This design comes from an exercise in tuning for small area on the open sky130 flow, not from production work. At most, simulation tests tie the RTL to the original design; equivalence was not proved. Power is estimated from default activity; no workload was simulated.

Setup of the baseline:
==> flow/design.v <==
module spi(pclk,presetn,paddr,pwrite,psel,penable,pwdata,miso,sclk,ss,spiintr_req,mosi,prdata,pready,pslverr);
input pclk,presetn,pwrite,psel,penable,miso;
input [2:0]paddr;
input [7:0]pwdata;
output reg ss,sclk,mosi;
output spiintr_req,pready,pslverr;
output [7:0]prdata;
reg st_act;             
reg st_en;              
reg md_wait, md_stop;   
reg [7:0] spicr1;
reg [4:0] spicr2;       
reg [6:0] spibr;        
reg [7:0] spidr;
reg [7:0] mosidata;
reg senddata;
reg spif_q, modf_q;     
reg receivedata;
wire lsbfe  = spicr1[0];
wire ssoe   = spicr1[1];
wire cpha   = spicr1[2];
wire cpol   = spicr1[3];
wire mstr   = spicr1[4];
wire sptie  = spicr1[5];
wire spe    = spicr1[6];
wire spie   = spicr1[7];
wire spiswai = spicr2[1];
wire modfen  = spicr2[4];
wire [2:0] sppr = spibr[6:4];
wire [2:0] spr  = spibr[2:0];
wire mode_ok = ~md_stop;
wire wrenb = st_en & pwrite;
wire rdenb = st_en & ~pwrite;
reg  [7:0] tempreg;
wire [7:0] misodata = receivedata ? tempreg : 8'h00;
wire cond = (spidr == pwdata) & (spidr != misodata) & mode_ok;
wire spif = |spidr;
wire modf = mstr & modfen & ~ss & ~ssoe;
reg [7:0] rd;
always @* begin
  case (paddr)
    3'd0: rd = spicr1;
    3'd1: rd = {3'b000, spicr2[4:3], 1'b0, spicr2[1:0]};
    3'd2: rd = {1'b0, spibr[6:4], 1'b0, spibr[2:0]};
    3'd3: rd = {spif_q, 1'b0, ~spif_q, modf_q, 4'b0000};
    default: rd = spidr;
  endcase
end
assign prdata = rdenb ? rd : 8'h00;
assign pready = st_en;
assign pslverr = st_en;
assign spiintr_req = (spie & (spif | modf)) | (sptie & ~spif);
always @(posedge pclk) begin
  if (~presetn) begin
    st_act <= 1'b0; st_en <= 1'b0;
    md_wait <= 1'b0; md_stop <= 1'b0;
    spicr1 <= 8'h04; spicr2 <= 5'h00; spibr <= 7'h00; spidr <= 8'h00;
    senddata <= 1'b0;
  end else begin
    st_act <= psel & (~penable | st_act);
    st_en  <= psel & penable & st_act;
    md_stop <= spiswai & (md_wait | md_stop);
    md_wait <= md_stop ? ~spiswai : (~spe & ~(md_wait & spiswai));
    if (wrenb & paddr == 3'd0) spicr1 <= pwdata;
    if (wrenb & paddr == 3'd1) spicr2 <= {pwdata[4:3], 1'b0, pwdata[1:0]};
    if (wrenb & paddr == 3'd2) spibr <= {pwdata[6:4], 1'b0, pwdata[2:0]};
    if (wrenb) begin
      if (paddr == 3'd5) spidr <= pwdata;
    end else if (cond) spidr <= 8'h00;
    else if (receivedata & mode_ok) spidr <= tempreg;
    if (~wrenb) senddata <= cond;
  end
end
always @(posedge pclk) begin
  spif_q <= spif;
  modf_q <= modf;
end
wire load = ~wrenb & cond;
reg loadq, oldbit;
always @(posedge pclk) begin
  if (~presetn) begin
    mosidata <= 8'h00; loadq <= 1'b0;
  end else begin
    if (load) mosidata <= spidr;
    loadq <= load;
  end
end
reg [9:0] K;
always @* begin
  case (spr)
    3'd0: K = {7'b0, sppr};
    3'd1: K = {6'b0, sppr, 1'b1};
    3'd2: K = {5'b0, sppr, 2'b11};
    3'd3: K = {4'b0, sppr, 3'b111};
    3'd4: K = {3'b0, sppr, 4'b1111};
    3'd5: K = {2'b0, sppr, 5'b11111};
    3'd6: K = {1'b0, sppr, 6'b111111};
    default: K = {sppr, 7'b1111111};
  endcase
end
reg [11:0] bcnt;
reg flaglow, flaghigh, flagslow, flagshigh;
wire beq  = (bcnt[11:1] == {1'b0, K});
wire hit1 = beq & bcnt[0];
wire hit2 = beq & ~bcnt[0];
wire brun = mode_ok & ~ss & ~spiswai;
wire tpol = cpol ^ cpha;
always @(posedge pclk) begin
  if (~presetn) begin
    bcnt <= 12'd0; sclk <= 1'b0;
    flaglow <= 1'b0; flaghigh <= 1'b0; flagslow <= 1'b0; flagshigh <= 1'b0;
  end else begin
    bcnt <= (brun & ~hit1) ? bcnt + 12'd1 : 12'd0;
    sclk <= brun & (sclk ^ hit1);
    if (~tpol) begin
      flaglow  <= ~sclk & hit1;
      flagslow <= sclk & hit2;
    end else begin
      flaghigh  <= sclk & hit1;
      flagshigh <= ~sclk & hit2;
    end
  end
end
reg [14:0] scnt;
wire sen = mstr & ~spiswai & mode_ok;
wire sle = (scnt[14:5] <= K);
wire seq = (scnt[14:5] == K) & (&scnt[4:0]);
wire slt = sle & ~seq;
always @(posedge pclk) begin
  if (~presetn) begin
    receivedata <= 1'b0; ss <= 1'b1;
  end else begin
    receivedata <= sen & ~senddata & (seq | (slt & receivedata));
    ss <= ~sen | (~senddata & ~sle);
  end
end
always @(posedge pclk)
  scnt <= (sen & ~senddata & slt) ? scnt + 15'd1 : 15'd0;
reg [2:0] c0, c1, c2, c3;
wire fA = tpol ? flagshigh : flagslow;
wire fB = tpol ? flaghigh : flaglow;
wire [2:0] cA = lsbfe ? c0 : ~c1;
wire [2:0] cB = lsbfe ? c2 : ~c3;
wire [2:0] sumA = cA + {2'b0, fA};
wire [2:0] sumB = cB + {2'b0, fB};
wire [2:0] ridx = cB ^ {3{~lsbfe}};
always @(posedge pclk) begin
  if (~presetn) begin
    mosi <= 1'b0; tempreg <= 8'h00;
    c0 <= 3'd0; c1 <= 3'd0; c2 <= 3'd0; c3 <= 3'd0;
  end else begin
    if (lsbfe) begin
      c0 <= ss ? 3'd0 : sumA;
      c2 <= ss ? 3'd0 : sumB;
    end else begin
      c1 <= ss ? 3'd0 : ~sumA;
      c3 <= ss ? 3'd0 : ~sumB;
    end
    tempreg[ridx] <= ~ss & miso & fB;
    if (~ss & flagshigh & (~tpol | lsbfe)) mosi <= loadq ? oldbit : mosidata[tpol ? c0 : c1];
  end
end
wire [2:0] c0n = lsbfe ? (ss ? 3'd0 : sumA) : c0;
wire [2:0] c1n = lsbfe ? c1 : (ss ? 3'd0 : ~sumA);
always @(posedge pclk) oldbit <= mosidata[tpol ? c0n : c1n];
endmodule
clock: 8.0 ns
lec_check: 0
abc_area: 1
cap_margin: 20
core_margin: 2
core_utilization: 60
place_density: 0.7
slew_margin: 20
standard.sh (not shown) runs the stock make flow with config.mk's settings and CLKGATE_MAP_FILE= SYNTH_SCRIPT=/design/flow/synth_recipe.tcl, a recipe that flattens the netlist after the stock synthesis.
==> flow/flow/run.sh <==
#!/bin/bash
# Standard synthesis; then the combinational logic is re-mapped for area with a few
# ABC scripts (flip-flops kept exactly as the standard synthesis made them) and the
# smallest result is kept; then the standard layout from that netlist.
set -euo pipefail
HERE=$(pwd)
R=$HERE/orfs/results/sky130hd/spi/base
LIB=$FLOW_HOME/platforms/sky130hd/lib/sky130_fd_sc_hd__tt_025C_1v80.lib
YOSYS=$(command -v yosys || echo /OpenROAD-flow-scripts/tools/install/yosys/bin/yosys)

# clock tree: no dummy loads, clkbuf_8 only; port buffers: smallest buffer
if [[ -f $HERE/flow/cts_args ]]; then export CTS_ARGS="$(cat $HERE/flow/cts_args)"; fi
export BUFFER_PORTS_ARGS="-buffer_cell sky130_fd_sc_hd__buf_1"

bash standard.sh synth > synth.log 2>&1
cp $R/1_2_yosys.v $HERE/std_synth.v

reopt() {
  local n=$1
  cat > $HERE/reopt_$n.ys <<EOS
read_liberty -ignore_miss_func $LIB
read_verilog $HERE/std_synth.v
hierarchy -top $FLOW_TOP
blackbox sky130_fd_sc_hd__df* sky130_fd_sc_hd__edf* sky130_fd_sc_hd__sdf* sky130_fd_sc_hd__dl*
flatten
opt -purge
abc -liberty $LIB -dont_use sky130_fd_sc_hd__probe_p_8 -dont_use sky130_fd_sc_hd__probec_p_8 -dont_use sky130_fd_sc_hd__lpflow_* -script $HERE/flow/abc$n.script
setundef -zero
splitnets
opt_clean -purge
hilomap -singleton -hicell sky130_fd_sc_hd__conb_1 HI -locell sky130_fd_sc_hd__conb_1 LO
insbuf -buf sky130_fd_sc_hd__buf_1 A X
write_verilog -noattr -nohex -nodec $HERE/reopt_$n.v
EOS
  cat > $HERE/reopt_check_$n.ys <<EOS
read_liberty -lib $LIB
read_verilog $HERE/reopt_$n.v
hierarchy -top $FLOW_TOP
check -assert
stat -liberty $LIB
EOS
  $YOSYS -l $HERE/reopt_$n.log -q $HERE/reopt_$n.ys > /dev/null 2>&1 && \
  $YOSYS -l $HERE/reopt_check_$n.log -q $HERE/reopt_check_$n.ys > /dev/null 2>&1
}
for n in 1 2 3 4; do reopt $n & done
wait || true
for n in 5 6 7 8; do reopt $n & done
wait || true
best=""; besta=""
for n in 1 2 3 4 5 6 7 8; do
  a=$(grep -s "Chip area" $HERE/reopt_check_$n.log | tail -1 | awk '{print $NF}') || true
  if grep -qs "Found and reported 0 problems" $HERE/reopt_check_$n.log && [[ -n "$a" ]]; then
    if [[ -z "$best" ]] || awk "BEGIN{exit !($a < $besta)}"; then best=$n; besta=$a; fi
  fi
done
echo "reopt areas:" > $HERE/reopt_choice.log
grep -s "Chip area" $HERE/reopt_check_*.log >> $HERE/reopt_choice.log || true
echo "chosen: ${best:-standard}" >> $HERE/reopt_choice.log
if [[ -n "$best" ]]; then
  cp $HERE/reopt_$best.v $R/1_2_yosys.v
  rm -f $R/1_synth.odb
fi
bash standard.sh > standard.log 2>&1
Other scripts of this flow, unchanged in this note and not shown: flow/flow/abc1.script, flow/flow/abc2.script, flow/flow/abc3.script, flow/flow/abc4.script, flow/flow/abc5.script, flow/flow/abc6.script, flow/flow/abc7.script, flow/flow/abc8.script, flow/flow/cts_args
Edits applied to the flow inputs when going from the baseline to the candidate:
--- a/flow/design.v
+++ b/flow/design.v
@@ -11,8 +11,9 @@
 reg [7:0] spicr1;
 reg [4:0] spicr2;       
 reg [6:0] spibr;        
-reg [7:0] spidr;
-reg [7:0] mosidata;
+reg [7:0] dr_q;          
+reg dr_zero;             
+wire [7:0] spidr = dr_zero ? 8'h00 : dr_q;
 reg senddata;
 reg spif_q, modf_q;     
 reg receivedata;
@@ -54,7 +55,7 @@
   if (~presetn) begin
     st_act <= 1'b0; st_en <= 1'b0;
     md_wait <= 1'b0; md_stop <= 1'b0;
-    spicr1 <= 8'h04; spicr2 <= 5'h00; spibr <= 7'h00; spidr <= 8'h00;
+    spicr1 <= 8'h04; spicr2 <= 5'h00; spibr <= 7'h00; dr_q <= 8'h00; dr_zero <= 1'b0;
     senddata <= 1'b0;
   end else begin
     st_act <= psel & (~penable | st_act);
@@ -65,9 +66,9 @@
     if (wrenb & paddr == 3'd1) spicr2 <= {pwdata[4:3], 1'b0, pwdata[1:0]};
     if (wrenb & paddr == 3'd2) spibr <= {pwdata[6:4], 1'b0, pwdata[2:0]};
     if (wrenb) begin
-      if (paddr == 3'd5) spidr <= pwdata;
-    end else if (cond) spidr <= 8'h00;
-    else if (receivedata & mode_ok) spidr <= tempreg;
+      if (paddr == 3'd5) begin dr_q <= pwdata; dr_zero <= 1'b0; end
+    end else if (cond) begin dr_q <= spidr; dr_zero <= 1'b1; end
+    else if (receivedata & mode_ok) begin dr_q <= tempreg; dr_zero <= 1'b0; end
     if (~wrenb) senddata <= cond;
   end
 end
@@ -75,16 +76,9 @@
   spif_q <= spif;
   modf_q <= modf;
 end
-wire load = ~wrenb & cond;
-reg loadq, oldbit;
-always @(posedge pclk) begin
-  if (~presetn) begin
-    mosidata <= 8'h00; loadq <= 1'b0;
-  end else begin
-    if (load) mosidata <= spidr;
-    loadq <= load;
-  end
-end
+reg loadq;    
+always @(posedge pclk)
+  loadq <= presetn & ~wrenb & cond;
 reg [9:0] K;
 always @* begin
   case (spr)
@@ -121,10 +115,13 @@
     end
   end
 end
-reg [14:0] scnt;
+reg [9:0] shi;
+reg [4:0] slo;
+wire slo_end = (slo == 5'b10000);
+wire slo_fb = slo[4] ^ slo[2] ^ (slo[3:0] == 4'b0000);
 wire sen = mstr & ~spiswai & mode_ok;
-wire sle = (scnt[14:5] <= K);
-wire seq = (scnt[14:5] == K) & (&scnt[4:0]);
+wire sle = (shi <= K);
+wire seq = (shi == K) & slo_end;
 wire slt = sle & ~seq;
 always @(posedge pclk) begin
   if (~presetn) begin
@@ -134,8 +131,12 @@
     ss <= ~sen | (~senddata & ~sle);
   end
 end
-always @(posedge pclk)
-  scnt <= (sen & ~senddata & slt) ? scnt + 15'd1 : 15'd0;
+wire srun = sen & ~senddata & slt;
+always @(posedge pclk) begin
+  slo <= srun ? {slo[3:0], slo_fb} : 5'd0;
+  shi <= srun ? shi + {9'd0, slo_end} : 10'd0;
+end
+reg [7:0] shreg;
 reg [2:0] c0, c1, c2, c3;
 wire fA = tpol ? flagshigh : flagslow;
 wire fB = tpol ? flaghigh : flaglow;
@@ -146,9 +147,10 @@
 wire [2:0] ridx = cB ^ {3{~lsbfe}};
 always @(posedge pclk) begin
   if (~presetn) begin
-    mosi <= 1'b0; tempreg <= 8'h00;
+    mosi <= 1'b0; shreg <= 8'h00; tempreg <= 8'h00;
     c0 <= 3'd0; c1 <= 3'd0; c2 <= 3'd0; c3 <= 3'd0;
   end else begin
+    if (loadq) shreg <= dr_q;
     if (lsbfe) begin
       c0 <= ss ? 3'd0 : sumA;
       c2 <= ss ? 3'd0 : sumB;
@@ -157,10 +159,7 @@
       c3 <= ss ? 3'd0 : ~sumB;
     end
     tempreg[ridx] <= ~ss & miso & fB;
-    if (~ss & flagshigh & (~tpol | lsbfe)) mosi <= loadq ? oldbit : mosidata[tpol ? c0 : c1];
+    if (~ss & flagshigh & (~tpol | lsbfe)) mosi <= shreg[tpol ? c0 : c1];
   end
 end
-wire [2:0] c0n = lsbfe ? (ss ? 3'd0 : sumA) : c0;
-wire [2:0] c1n = lsbfe ? c1 : (ss ? 3'd0 : ~sumA);
-always @(posedge pclk) oldbit <= mosidata[tpol ? c0n : c1n];
 endmodule
==> results.txt <==
Going from the baseline to the candidate, post-placement cell count went down, total power went up, starting utilization of the core area went up, design area went down. Lower stage delay of the slowest cell on the critical path goes to the baseline over the candidate. Synthesized cell count ends up lower on the candidate. In the reports for the baseline and the candidate, the smaller floorplan die area belongs to the candidate. The candidate reports a lower number of placement rows than the baseline does.
The RTL of the baseline was laid out without a check of its function.

separate check: timing with driven ports:
The results above use ideal ports. As a check the final layouts listed here were re-extracted and re-timed, cells and wires unchanged.
Step 1, drivers: a clkbuf_16 drives pclk and a buf_2 each remaining input, both assumed.
Step 2 adds t to the input delays and takes it off the output delays; t is the mean of the earliest and latest rising clock arrival at the registers after step 1. Input paths then give back, and output paths get back, about the clock's delay inside the block.
Slacks: no drivers / after step 1 / after step 2; pairs: no drivers / after step 1.
run	t, ns	setup WS [ns]	worst setup path at the end	latest minus earliest clock arrival (ns)
the baseline	0.379	3.539 / 3.520 / 3.520	input to output	0.025 / 0.025
the candidate	0.390	3.446 / 3.425 / 3.425	input to output	0.037 / 0.036
After both steps every run listed still meets setup and hold. For the candidate, which loses most, drivers alone change the setup slack by -0.021 ns; drivers and shift together by -0.021 ns.
